This is an optimization exercise on Yosys and OpenROAD, whose aim is small area, not a production implementation.
The RTL was checked by simulation tests, not by an equivalence proof against the original design.
Power and IR drop assume default switching activity.

--- run.sh ---
#!/bin/bash
# synth_recipe.tcl (not shown) runs the flow's synth.tcl, then flattens the netlist and writes it again
# the make line also repeats each setting of config.mk as NAME=value (left out here)
make -C /OpenROAD-flow-scripts/flow DESIGN_CONFIG=/design/flow/config.mk WORK_HOME=/design/flow/orfs CLKGATE_MAP_FILE= SYNTH_SCRIPT=/design/flow/synth_recipe.tcl finish
--- config.mk ---
export PLATFORM = sky130hd
export DESIGN_NAME = endeavour
export DESIGN_NICKNAME = endeavour
export VERILOG_FILES = /design/flow/design.v
export SDC_FILE = /design/flow/constraint.sdc
export NUM_CORES = 4
export LEC_CHECK = 0
export CAP_MARGIN = 20
export CORE_MARGIN = 2
export CORE_UTILIZATION = 40
export SLEW_MARGIN = 20
--- constraint.sdc ---
create_clock -name core_clock -period 10.0 [get_ports {clk}]
set_input_delay 2.0000 -clock core_clock [delete_from_list [all_inputs] [get_ports {clk}]]
set_output_delay 2.0000 -clock core_clock [all_outputs]
set_load 0.01 [all_outputs]
--- design.v ---
`default_nettype none
`timescale 1ns/1ps
module dffe_nbit_t #( parameter 
		      W=6,      
		      PU=6'b0   
		      ) 
    (
     input  wire         rstb,    
     input  wire         clk,     
     input  wire         ena,     
     input  wire [W-1:0] d,       
     output wire [W-1:0] q,       
     output wire         serOut   
     ); 
    reg [W-1:0] SRa;   
    reg [W-1:0] SRb;   
    reg [W-1:0] SRc;   
    assign q = (SRa & SRb) | (SRa & SRc) | (SRb & SRc);
    assign serOut = |((SRa ^ SRb) | (SRa ^ SRc) | (SRb ^ SRc));
    always @(posedge clk, negedge rstb) begin
	if (!rstb) begin
	    SRa <= PU;
	    SRb <= PU;
	    SRc <= PU;
	end else if (ena) begin
            SRa <= d;
            SRb <= d;
            SRc <= d;
	end else begin
	    SRa <= q;   
	    SRb <= q;   
	    SRc <= q;   
	end
    end
endmodule  
`default_nettype none
`timescale 1ns/1ps
module endeavour 
  (
   input  wire         hardrstb,       
   input  wire         softrstb,       
   input  wire         clk,            
   input  wire [4:0]   chipid_pads,    
   input  wire [19:0]  efuse_chipid,   
   output wire         do_efuse_load,  
   input  wire         serialin,       
   output wire         serialout,      
   output wire         serialout_en,   
   output wire         wstrobe,        
   output wire         rstrobe,        
   output wire         rshift,         
   output wire [7:0]   addr,           
   output wire [31:0]  wdata,          
   input  wire [255:0] rdata           
   );
    wire rstb = softrstb && hardrstb;
    wire [4:0] commid;          
    wire       commid_known;    
    wire [4:0] commid_d;
    reg        do_set_commid;   
    wire       commid_frozen;   
    dffe_nbit_t #(.W(6), .PU(6'b011111)) 
    commid_reg_t   
      ( .rstb(hardrstb), .clk(clk),
	.ena(do_set_commid && !commid_frozen),
	.d({1'b1,commid_d}),
	.q({commid_known,commid}),
	.serOut()   
	);
    reg commid_frozen_ena;   
    reg commid_frozen_d;     
    dffe_nbit_t #(.W(1), .PU(1'b0)) 
    commid_frozen_t   
      ( .rstb(hardrstb), .clk(clk),
	.ena(commid_frozen_ena),
	.d(commid_frozen_d),
	.q(commid_frozen),
	.serOut()   
	);
    reg [4:0] din_sync;
    reg       din;
    always @ (posedge clk or negedge rstb) begin
	if (!rstb) begin
	    din_sync <= 5'b0;
	    din      <= 1'b0;
	end else begin
	    din_sync[0] <= serialin;
	    din_sync[1] <= din_sync[0];
	    din_sync[2] <= din_sync[1];
	    din_sync[3] <= din_sync[2];
	    din_sync[4] <= din_sync[3];
	    din         <= (din_sync[4] && din_sync[2]) || 
			   (din_sync[4] && din_sync[3]) ||
			   (din_sync[3] && din_sync[2]) ;
	end
    end
    reg [63:0] sreg;
    reg sreg_clear, sreg_in, sreg_shift;   
    always @ (posedge clk or negedge rstb) begin
	if (!rstb) begin
	    sreg <= 64'b0;
	end else if (sreg_clear) begin
	    sreg <= 64'b0;
	end else if (sreg_shift) begin
	    sreg <= {sreg[62:0], sreg_in};
	end
    end
    localparam TICKS_QUIESCENT = 256;   
    localparam TICKS_BLIP = 4;      
    localparam TICKS_DIT = 16;      
    localparam TICKS_DMZ = 4;       
    localparam TICKS_DAH = 96;      
    localparam TICKS_QUIET = 96;    
    localparam TICKS_BITGAP = 8;    
    localparam TICKS_NEXTBIT = 64;  
    localparam TICKS_TXDIT = 8;     
    localparam TICKS_TXDAH = 48;    
    localparam TICKS_TXGAP = 16;    
    localparam TICKS_RBITS = 32;    
    localparam BITCOUNT_MAX = 56;
    localparam CMD_RD     = 3'b101;
    localparam CMD_RDNEXT = 3'b100;
    localparam CMD_SETID  = 3'b110;
    localparam CMD_WR     = 3'b111;
    localparam SHORT_REPLY_NBITS = 6'd8;   
    localparam LONG_REPLY_NBITS = 6'd48;   
    localparam WRCMD_NBITS     = 6'd56;    
    localparam RDCMD_NBITS     = 6'd16;    
    localparam RDNEXTCMD_NBITS = 6'd8;     
    wire [2:0]  sreg_cmd     = sreg[55:53];
    wire [4:0]  sreg_id      = sreg[52:48];
    wire [7:0]  sreg_addr    = sreg[47:40];
    wire [31:0] sreg_data    = sreg[39:8];
    wire [7:0]  sreg_crc     = sreg[7:0];
    assign commid_d = sreg[44:40];   
    wire [19:0] sreg_efuseid = sreg[35:16];
    wire [4:0]  sreg_padid   = sreg[12:8];
    wire id_match = commid_known && (sreg_id == commid);
    wire setid_match =
	 (!commid_frozen) &&
	 ((sreg_efuseid==efuse_chipid && sreg_padid==5'b11111) ||
	  (sreg_efuseid==20'hfffff    && sreg_padid==chipid_pads));
    wire efuseload_match = 
         sreg_efuseid==20'hfffff &&
         commid_d==5'b11111 &&
         sreg_padid==5'b11111;
    reg [7:0] rdaddr;
    reg [7:0] rdaddr_d;     
    reg       rdaddr_ena;   
    always @ (posedge clk or negedge rstb) begin
	if (!rstb) begin
	    rdaddr <= 8'b0;
	end else if (rdaddr_ena) begin
	    rdaddr <= rdaddr_d;
	end
    end
    wire [7:0] sreg_calccrc =
	       sreg[55:48] ^ sreg[47:40] ^ sreg[39:32] ^ 
	       sreg[31:24] ^ sreg[23:16] ^ sreg[15: 8];
    wire crcok = (sreg_calccrc == sreg_crc);
    reg        rstrobe_ff, rshift_ff;
    reg        wstrobe_ff, wstrobe_ff1;
    reg        wstrobe_d, rstrobe_d, rshift_d;   
    reg        addr_clear;   
    reg [7:0]  addr_ff;
    reg [31:0] wdata_ff;
    always @ (posedge clk or negedge rstb) begin
	if (!rstb) begin
	    addr_ff  <= 8'b0;
	    wdata_ff <= 32'b0;
	end else if (addr_clear) begin
	    addr_ff  <= 8'b0;
	    wdata_ff <= 32'b0;
	end else if (rstrobe_d) begin
	    addr_ff  <= rdaddr;
	end else if (wstrobe_d) begin
	    addr_ff  <= sreg_addr;
	    wdata_ff <= sreg_data;
	end
    end
    always @ (posedge clk or negedge rstb) begin
	if (!rstb) begin
	    wstrobe_ff  <= 1'b0;
	    wstrobe_ff1 <= 1'b0;
	    rstrobe_ff  <= 1'b0;
	    rshift_ff   <= 1'b0;
	end else begin
	    wstrobe_ff  <= wstrobe_d;
	    wstrobe_ff1 <= wstrobe_ff;
	    rstrobe_ff  <= rstrobe_d;
	    rshift_ff   <= rshift_d;
	end
    end
    assign wstrobe = wstrobe_ff1;   
    assign rstrobe = rstrobe_ff;
    assign rshift  = rshift_ff;
    assign addr    = addr_ff;
    assign wdata   = wdata_ff;
    wire rdat;   
    reg [1:0] rdat_ff;   
    reg [31:0] srin;
    always @ (posedge clk or negedge rstb) begin
	if (!rstb) begin
	    rdat_ff <= 2'b0;
	    srin    <= 32'b0;
	end else if (rshift_ff) begin
	    rdat_ff <= {rdat_ff[0], rdat};
	    srin    <= {srin[30:0], rdat_ff[1]};
	end
    end
    reg [47:0] srout;
    reg [5:0]  srout_bitcount;
    reg [5:0]  srout_bitcount_d;   
    wire [2:0] seqnum;
    reg srout_load, srout_shift, seqnum_inc;   
    always @ (posedge clk or negedge rstb) begin
	if (!rstb) begin
	    srout <= 48'b0;
	    srout_bitcount <= 6'b0;
	end else if (srout_load) begin
	    srout_bitcount <= srout_bitcount_d;
	    srout[47:43] <= commid;
	    srout[42:40] <= seqnum;
	    srout[39:32] <= rdaddr;
	    srout[31:0]  <= srin;   
	end else if (srout_shift) begin
	    srout_bitcount <= (srout_bitcount==6'b0 ? 
			       6'b0 : srout_bitcount - 1'b1);
	    srout <= {srout[46:0], 1'b0};
	end
    end
    dffe_nbit_t #(.W(3), .PU(3'b000))
    seqnum_reg_t   
      ( .rstb(rstb), .clk(clk), .ena(seqnum_inc), 
	.d(seqnum + 1'b1), .q(seqnum), 
	.serOut()   
	);
    reg [5:0] bitcount;
    reg bitcount_clear, bitcount_inc;   
    always @ (posedge clk or negedge rstb) begin
	if (!rstb) begin
	    bitcount <= 6'b0;
	end else if (bitcount_clear) begin
	    bitcount <= 6'b0;
	end else if (bitcount_inc) begin
	    bitcount <= bitcount + 1'b1;
	end
    end
    reg [5:0] bitcountnp;
    reg bitcountnp_ena;   
    always @ (posedge clk or negedge rstb) begin
	if (!rstb) begin
	    bitcountnp <= 6'b0;
	end else if (bitcount_clear) begin
	    bitcountnp <= 6'b0;
	end else if (bitcountnp_ena) begin
	    bitcountnp <= bitcount;
	end
    end
    reg [11:0] ticks;
    reg ticks_clear;   
    always @ (posedge clk or negedge rstb) begin
	if (!rstb) begin
	    ticks <= 12'b0;
	end else if (ticks_clear) begin
	    ticks <= 12'b0;
	end else if (ticks != 12'hfff) begin
	    ticks <= ticks + 1'b1;
	end
    end
    reg do_efuse_load_ff;
    reg do_do_efuse_load;   
    always @ (posedge clk or negedge rstb) begin
        if (!rstb) begin
            do_efuse_load_ff <= 1'b0;
        end else begin
            do_efuse_load_ff <= do_do_efuse_load;
        end
    end
    assign do_efuse_load = do_efuse_load_ff;   
    reg dout_ff, douten_ff;
    reg dout, douten;   
    always @ (posedge clk or negedge rstb) begin
	if (!rstb) begin
	    dout_ff    <= 1'b0;
	    douten_ff <= 1'b0;
	end else begin
	    dout_ff <= dout;
	    douten_ff <= douten;
	end
    end
    assign serialout    = dout_ff;
    assign serialout_en = douten_ff;
    localparam   
      START=7'd0, QUIESCENT=7'd1, WAIT_FIRSTBIT=7'd2, HIGH_BLIP=7'd3,
      HIGH_DIT=7'd4, HIGH_DMZ=7'd5, HIGH_DAH=7'd6, GOT_BIT=7'd7, BITGAP=7'd8,
      WAIT_NEXTBIT=7'd9, REALIGN=7'd10, EOT=7'd11, WRCMD=7'd126,
      SETIDCMD=7'd13, SETIDCMD1=7'd14, RDNEXTCMD=7'd15, RDCMD=7'd16,
      RDCMD1=7'd17, RDCMD2=7'd18, RDCMD3=7'd19, RDCMD4=7'd20, RDCMD5=7'd21,
      RDCMD9=7'd22, REPLY=7'd23, REPLYLOOP=7'd24, SEND_DIT=7'd25,
      SEND_DAH=7'd26, SEND_BITGAP=7'd27, EFUSECMD=7'd28, EOFQUIET=7'd29,
      ERROR=7'd31;
    wire [6:0] fsm;
    reg [6:0] fsm_prev;   
    reg [6:0] fsm_d;   
    dffe_nbit_t #(.W(7), .PU(7'd0))
    fsm_reg_t   
      ( .rstb(rstb), .clk(clk), .ena(1'b1),
        .d(fsm_d), .q(fsm), .serOut());   
    always @ (posedge clk or negedge rstb) begin
	if (!rstb) begin
	    fsm_prev <= START;
	end else begin
	    fsm_prev <= fsm;   
	end
    end
    always @ (*) begin
	fsm_d             = START;
	sreg_clear        = 1'b0;
	sreg_in           = 1'b0;
	sreg_shift        = 1'b0;
	ticks_clear       = 1'b0;
	bitcount_clear    = 1'b0;
	bitcount_inc      = 1'b0;
	bitcountnp_ena    = 1'b0;
	wstrobe_d         = 1'b0;
	rstrobe_d         = 1'b0;
	rshift_d          = 1'b0;
	douten            = 1'b0;
	dout              = 1'b0;
	srout_load        = 1'b0;
	srout_shift       = 1'b0;
	srout_bitcount_d  = 6'b0;
	seqnum_inc        = 1'b0;
	do_set_commid     = 1'b0;
        do_do_efuse_load  = 1'b0;
	rdaddr_ena        = 1'b0;
	rdaddr_d          = 8'b0;
	addr_clear        = 1'b0;
        commid_frozen_ena = 1'b0;
        commid_frozen_d   = 1'b1;
	case (fsm)
	    START:
	      begin
		  sreg_clear = 1'b1;    
		  ticks_clear = 1'b1;   
		  addr_clear = 1'b1;    
		  fsm_d = din ? START : QUIESCENT;
	      end
	    QUIESCENT:
	      begin
		  sreg_clear = 1'b1;
		  ticks_clear = 1'b0;
		  addr_clear = 1'b1;
		  if (din) begin
		      fsm_d = START;
		  end else if (ticks >= TICKS_QUIESCENT) begin
		      fsm_d = WAIT_FIRSTBIT;
		  end else begin
		      fsm_d = QUIESCENT;
		  end
	      end
	    WAIT_FIRSTBIT:
	      begin
		  sreg_clear = 1'b1;
		  ticks_clear = 1'b1;
		  bitcount_clear = 1'b1;
		  addr_clear = 1'b1;
		  fsm_d = din ? HIGH_BLIP : WAIT_FIRSTBIT;
	      end
	    HIGH_BLIP:
	      begin
		  sreg_clear = 1'b0;
		  ticks_clear = 1'b0;
		  if (!din) begin
		      fsm_d = ERROR;
		  end else if (ticks >= TICKS_BLIP) begin
		      ticks_clear = 1'b1;
		      fsm_d = HIGH_DIT;
		  end else begin
		      fsm_d = HIGH_BLIP;
		  end
	      end
	    HIGH_DIT:
	      begin
		  sreg_clear = 1'b0;
		  ticks_clear = 1'b0;
		  if (!din) begin
		      fsm_d = GOT_BIT;
		  end else if (ticks >= TICKS_DIT) begin
		      ticks_clear = 1'b1;
		      fsm_d = HIGH_DMZ;
		  end else begin
		      fsm_d = HIGH_DIT;
		  end
	      end
	    HIGH_DMZ:
	      begin
		  sreg_clear = 1'b0;
		  ticks_clear = 1'b0;
		  if (!din) begin
		      fsm_d = ERROR;
		  end else if (ticks >= TICKS_DMZ) begin
		      ticks_clear = 1'b1;
		      fsm_d = HIGH_DAH;
		  end else begin
		      fsm_d = HIGH_DMZ;
		  end
	      end
	    HIGH_DAH:
	      begin
		  sreg_clear = 1'b0;
		  ticks_clear = 1'b0;
		  if (!din) begin
		      fsm_d = GOT_BIT;
		  end else if (ticks >= TICKS_DAH) begin
		      fsm_d = ERROR;
		  end else begin
		      fsm_d = HIGH_DAH;
		  end
	      end
	    GOT_BIT:
	      begin
		  if ((fsm_prev==HIGH_DAH || fsm_prev==HIGH_DIT) && !din)
		  begin
		      sreg_in = (fsm_prev==HIGH_DAH);
		      sreg_shift = 1'b1;
		      sreg_clear = 1'b0;
		      ticks_clear = 1'b1;
		      bitcount_inc = 1'b1;
		      fsm_d = BITGAP;
		  end else begin
		      fsm_d = ERROR;
		  end
	      end
	    BITGAP:
	      begin
		  if (din) begin
		      fsm_d = ERROR;
		  end else if (ticks >= TICKS_BITGAP) begin
		      ticks_clear = 1'b1;
		      fsm_d = WAIT_NEXTBIT;
		  end else begin
		      fsm_d = BITGAP;
		  end
	      end
	    WAIT_NEXTBIT:
	      begin
		  if (bitcount > BITCOUNT_MAX) begin
		      fsm_d = ERROR;
		  end else if (din) begin
		      ticks_clear = 1'b1;
		      fsm_d = HIGH_BLIP;
		  end else if (ticks >= TICKS_NEXTBIT) begin
		      fsm_d = REALIGN;
		      bitcountnp_ena = 1'b1;
		  end else begin
		      fsm_d = WAIT_NEXTBIT;
		  end
	      end
	    REALIGN:
	      begin
		  if (bitcount >= BITCOUNT_MAX) begin
		      fsm_d = EOT;
		  end else begin
		      bitcount_inc = 1'b1;
		      sreg_in = 1'b0;
		      sreg_shift = 1'b1;
		      fsm_d = REALIGN;
		  end
	      end
	    EOT:
	      begin
                  if (sreg_cmd==CMD_SETID &&
                      bitcountnp==WRCMD_NBITS &&
                      efuseload_match && crcok)
                  begin
		      seqnum_inc = 1'b1;
		      fsm_d = EFUSECMD;
		  end else if (sreg_cmd==CMD_SETID && 
		      bitcountnp==WRCMD_NBITS &&
		      setid_match && crcok)
		  begin
		      seqnum_inc = 1'b1;
		      fsm_d = SETIDCMD;
		  end else if (sreg_cmd==CMD_WR &&
			       bitcountnp==WRCMD_NBITS &&
			       id_match && crcok)
		  begin
		      seqnum_inc = 1'b1;
		      fsm_d = WRCMD;
		  end else if (sreg_cmd==CMD_RD &&
			       bitcountnp==RDCMD_NBITS &&
			       id_match) begin
		      seqnum_inc = 1'b1;
		      fsm_d = RDCMD;
		  end else if (sreg_cmd==CMD_RDNEXT &&
			       bitcountnp==RDNEXTCMD_NBITS &&
			       id_match) begin
		      seqnum_inc = 1'b1;
		      fsm_d = RDNEXTCMD;
		  end else begin
		      fsm_d = ERROR;
		  end
	      end
	    WRCMD:
	      begin
		  if (fsm_prev==EOT) begin
		      wstrobe_d = 1'b1;
		      srout_bitcount_d = SHORT_REPLY_NBITS;
		      srout_load = 1'b1;
		      fsm_d = REPLY;
		  end else begin
		      fsm_d = ERROR;
		  end
	      end
	    SETIDCMD:
	      begin
		  if (sreg[55:48]==8'b11011111 &&
		      sreg[47:45]==3'b111 &&
		      sreg[39:36]==4'b1111 &&
		      sreg[15:13]==3'b111)
		  begin
		      do_set_commid = 1'b1;
                      commid_frozen_d = 1'b1;
                      commid_frozen_ena = 1'b1;
		      fsm_d = SETIDCMD1;
		  end else begin
		      fsm_d = ERROR;
		  end
	      end
	    SETIDCMD1:
	      begin
		  srout_bitcount_d = SHORT_REPLY_NBITS;
		  srout_load = 1'b1;
		  fsm_d = REPLY;
	      end
	    RDNEXTCMD:
	      begin
		  fsm_d = RDCMD1;
		  rdaddr_d = rdaddr + 8'h01;
		  rdaddr_ena = 1'b1;
	      end
	    RDCMD:
	      begin
		  fsm_d = RDCMD1;
		  rdaddr_d = sreg_addr;
		  rdaddr_ena = 1'b1;
	      end
	    RDCMD1:
	      begin
		  fsm_d = RDCMD2;
	      end
	    RDCMD2:
	      begin
		  rstrobe_d = 1'b1;
		  ticks_clear = 1'b1;
		  fsm_d = RDCMD3;
	      end
	    RDCMD3:
	      begin
		  rshift_d = 1'b1;
		  ticks_clear = 1'b1;
		  fsm_d = RDCMD4;
	      end
	    RDCMD4:
	      begin
		  rshift_d = 1'b1;
		  if (ticks < TICKS_RBITS) begin
		      fsm_d = RDCMD4;
		  end else begin
		      fsm_d = RDCMD5;
		  end
	      end
	    RDCMD5:
	      begin
		  fsm_d = RDCMD9;
	      end
	    RDCMD9:
	      begin
		  srout_bitcount_d = LONG_REPLY_NBITS;
		  srout_load = 1'b1;
		  fsm_d = REPLY;
	      end
	    REPLY:
	      begin
		  douten = 1'b1;
		  ticks_clear = 1'b1;
		  fsm_d = SEND_BITGAP;
	      end
	    REPLYLOOP:
	      begin
		  srout_shift = 1'b1;
		  ticks_clear = 1'b1;
		  addr_clear = 1'b1;
		  douten = 1'b1;
		  if (srout_bitcount==6'b0) begin
		      fsm_d = EOFQUIET;
		  end else if (srout[47]) begin
		      fsm_d = SEND_DAH;
		  end else begin
		      fsm_d = SEND_DIT;
		  end
	      end
            EOFQUIET:
              begin
                  douten = 1'b1;
                  dout = 1'b0;
                  if (ticks < TICKS_QUIET) begin
                      fsm_d = EOFQUIET;
                  end else begin
                      ticks_clear = 1'b1;
                      fsm_d = START;
                  end
              end
	    SEND_DIT:
	      begin
		  douten = 1'b1;
		  dout = 1'b1;
		  if (ticks < TICKS_TXDIT) begin
		      fsm_d = SEND_DIT;
		  end else begin
		      ticks_clear = 1'b1;
		      fsm_d = SEND_BITGAP;
		  end
	      end
	    SEND_DAH:
	      begin
		  douten = 1'b1;
		  dout = 1'b1;
		  if (ticks < TICKS_TXDAH) begin
		      fsm_d = SEND_DAH;
		  end else begin
		      ticks_clear = 1'b1;
		      fsm_d = SEND_BITGAP;
		  end
	      end
	    SEND_BITGAP:
	      begin
		  douten = 1'b1;
		  dout = 1'b0;
		  if (ticks < TICKS_TXGAP) begin
		      fsm_d = SEND_BITGAP;
		  end else begin
		      fsm_d = REPLYLOOP;
		  end
	      end
	    EFUSECMD:
	      begin
		  if (sreg[55:48]==8'b11011111 &&
		      sreg[47:40]==8'b11111111 &&
		      sreg[39:36]==4'b1111 &&
		      sreg[15:13]==3'b111)
		  begin
		      do_do_efuse_load = 1'b1;
                      commid_frozen_d = 1'b0;
                      commid_frozen_ena = 1'b1;
		  end
		  fsm_d = ERROR;
	      end
	    ERROR:
	      begin
		  addr_clear = 1'b1;
		  fsm_d = START;
	      end
	    default:
	      begin
		  addr_clear = 1'b1;
		  fsm_d = START;
	      end
	endcase
    end
    wire [7:0]   a = addr_ff; 
    wire [255:0] d = rdata; 
    assign rdat = d[a];
endmodule  
`default_nettype wire
==> results.txt <==
synth_stat cells (all sizes together) (17+ instances only):
library cell	number	area, µm²
a21oi	64	320
inv	24	90.1
nor2	77	322
a22o	56	490
nand4	23	144
clkbuf	103	388
nor4	17	106
xor2	43	377
nor3	28	140
a22oi	52	390
nand2	233	875
mux2i	39	390
dfrtp	246	6160
xnor2	29	254
mux4	51	1150
nand3	30	150
mux2	40	450
o21ai	35	175
stage by stage:
step | instances | util (%) | instance area, µm²
floorplan | 1394 | - | 14200
global placement | 2084 | 50.4 | 17800
CTS | 2132 | 53.0 | 18700
finish | 2132 | 53.0 | 18700
global route | 2132 | 53.0 | 18700
detailed placement | 2084 | 50.4 | 17800
worst min path at each step:
stage / endpoint
final: wstrobe_ff1
after CTS: wstrobe_ff1
after detailed placement: wstrobe_ff1
after floorplan: din_sync[1]
after global routing: din_sync[1]
after global placement: wstrobe_ff1
state kept, by name, summed over array words and instances, names as in the netlist, 8 cells and up:
signal / cells
srout: 48
rdaddr: 8
srin: 32
sreg: 56
addr_ff: 8
ticks: 12
wdata_ff: 32
layout by cell type, fill, tap and decap left out, drive strengths merged, types with 6 or more instances in the layout:
| cell type | n |
|---|---|
| dfrtp | 246 |
| o221ai | 12 |
| inv | 25 |
| and3 | 10 |
| mux2i | 39 |
| a22o | 56 |
| nor3 | 28 |
| nor2b | 7 |
| buf | 18 |
| ha | 8 |
| or4 | 6 |
| mux4 | 51 |
| nand2 | 233 |
| a22oi | 52 |
| xnor2 | 29 |
| xor2 | 43 |
| mux2 | 40 |
| xnor3 | 12 |
| clkbuf | 42 |
| or3 | 7 |
| a211oi | 6 |
| nand3b | 6 |
| nand4 | 23 |
| nor3b | 6 |
| nor2 | 77 |
| clkdlybuf4s50 | 330 |
| o311ai | 6 |
| o211ai | 6 |
| nor4 | 17 |
| a311oi | 11 |
| nand2b | 13 |
| a21oi | 64 |
| a221o | 7 |
| o22ai | 8 |
| o21ai | 35 |
| nand3 | 30 |
routing by layer:
metal | wire (µm) | global-route usage (%) | part of all wire [%]
met3 | 2550 | 3.51 | 5.6
met5 | 18 | 0 | 0.040
met4 | 1110 | 6.58 | 2.4
met1 | 19900 | 32.5 | 44
met2 | 21900 | 41.4 | 48
worst max-delay path, delay by kind of cell:
family                 cells  cell delay, ns
AND/OR/NAND/NOR            1            0.57
buffers and inverters      3            2.21
power by group through the flow:
stage | clock network (W) | registers [W] | logic [W]
floorplan | 0 | 0.00106 | 0.0000529
global placement | 0 | 0.00106 | 0.000181
detailed placement | 0 | 0.00106 | 0.000183
CTS | 0.00103 | 0.00104 | 0.000184
global route | 0.00106 | 0.00104 | 0.000197
finish | 0.00100 | 0.00104 | 0.000182
cell families (layout without fill, tap and decap cells):
family	after synthesis	in the layout
adder cells (fa/ha/maj)	9	9
flip-flops	251	251
multiplexers	130	130
XOR/XNOR	84	84
buffers and inverters	144	421
AND/OR/NAND/NOR	482	482
AO/OA/AOI/OAI	294	294
cell type report:
type,instances,area [µm²]
clock buffer,42,865
clock inverter,6,40.0
inverter,25,93.8
timing repair buffer,348,3440
multi-input combinational,999,7410
tap,461,577
sequential,251,6290
fill,3197,16600
==> reports/results.ini <==
[grt]
grt_overflow=0
antenna_found_initial=1
grt_pass1_wl_um=70600
grtUsageTotal_pct=24.4
grt_max_degree=80
grt_pass1_vias=12300

[detailed_routing]
wirelength_um=45400
drt-vias-per-instance=5.71
dr.pass1.iters=5
ant_nets=0
post_drt_wl_per_cell_um=21.3
drc=0
dr_total_vias=12200
drtIter0Drc=618

[cells_and_area]
final_nets=1946
drive_gt1_share_pct=11.0
syn_to_final_growth_pct=31.6
n_antenna_cell=0

[clock_network]
clk_latency_ns=0.55
clk_path_buf_depth=3
clk_pin_slew_ns=0.06
cts_buffers=28
holdBufCountCts=0
cts_resized=0
post-cts-setup-buffer-count=0
cts_tree=done
htreeDepth=1
cts_sinks=251
cts_root_buf=clkbuf_16

[sta]
period_share_pct=43.3
tightest_slew_ns=0.882
finalCriticalPeriod_ns=4.33
drv_slew=0
rsz0062_at_grt=no
skew_ns=0.0172
max_freq_mhz=231
hold_violations=0
fin_tns_setup_ns=0
setup_slack_ns=5.67
holdWs_ns=0.350
relSlewSlack_pct=41.2
finalSetupViolations=0

[logic_synthesis]
yosysSeqAreaShare_pct=44.2
ys_warn_count=5
synth-simple-area-share_pct=15.9
syn_inst=1394
synth_mux_area_share_pct=14.0
synth_nets=1687
syn_avg_cell_area_um2=10.2
synth_area_um2=14200
synth_compound_area_share_pct=14.8
ys_seq_elements=251
synth_edf_count=0
async_flop_share_pct=100
synthAdderAreaFrac_pct=0.774
ys_types=68
synth_ff_type=dfrtp_1
synth_top_family_by_area=simple AND/OR/NAND/NOR gates
synthXorXnorAreaFrac_pct=6.33

[placed_design]
place_ws_ns=4.98
dp_hpwl_um=33100
place.gp.congestion=0.910
numPortBuffers=330

[power]
p_total_w=0.00222
internal-power_w=0.00175
ir_drop_v=0.000108
switching_share_pct=21.4
clkPwrFrac_pct=45.0
share_seq_of_total_power_pct=46.8
power_leakage_nw=7.79
combPwrFrac_pct=8.2
p_sw_w=0.000475
power_per_cell_area_nw_per_um2=119

[worst_hold_path]
worstHoldStart=wstrobe_ff
hold_path_class=reg2reg
holdPathStages=0

[floorplan]
die-area_um2=37100
ioPinCount=331
fp.dieH_um=193
die_w_um=193
rows=69
core_area_um2=35300
start_util_pct=40.3

[worst_setup_path]
crit_path_max_fanout=68
critPathArrivalTime_ns=4.88
crit_start=hardrstb
timing.critical_path.mode_cell=buf_4
crit_slowest_cell=buf_4
crit_type=in2async
reg2regPathDepth=10
start_kind=input pin
worstReg2RegStart=fsm_reg_t.SRa[0]
crit_path_end=srout[14]
r2r_slack_ns=6.25
cp-end-kind=asynchronous set/reset pin
max_stage_delay_ns=0.81
crit_required_ns=10.55
timing.rr.end=srout[10]
path_cells=clkdlybuf4s50_1 -> and2_4 -> buf_4 -> buf_4

[status]
outcome=finished clean

[flow_run]
timing.max_cap.violations=0

==> re-timing with driven ports <==
The results above use ideal ports. As a check the final layout listed here was re-extracted and re-timed, cells and wires unchanged. Step 1 assumes that a clkbuf_16 drives the clock port and a buf_2 every other input. Step 2, shift: input delay + t, output delay - t, t = (earliest + latest rising clock arrival at the registers) / 2. This alone moves slack from input paths to output paths. a / b / c = ideal ports / drivers / drivers and shift; a / b = the first two.
t (ns): 0.589
slack for setup (ns): 5.672 / 5.666 / 5.077
hold slack, ns: 0.350 / 0.350 / 0.350
latest minus earliest clock arrival (ns): 0.018 / 0.018
slew at the worst register clock pin (ns): 0.06 / 0.06
After both steps this run still meets setup and hold. The setup slack of this run moves by -0.006 ns with the drivers and by -0.595 ns with both steps. The worst setup slack also covers recovery checks on asynchronous resets.
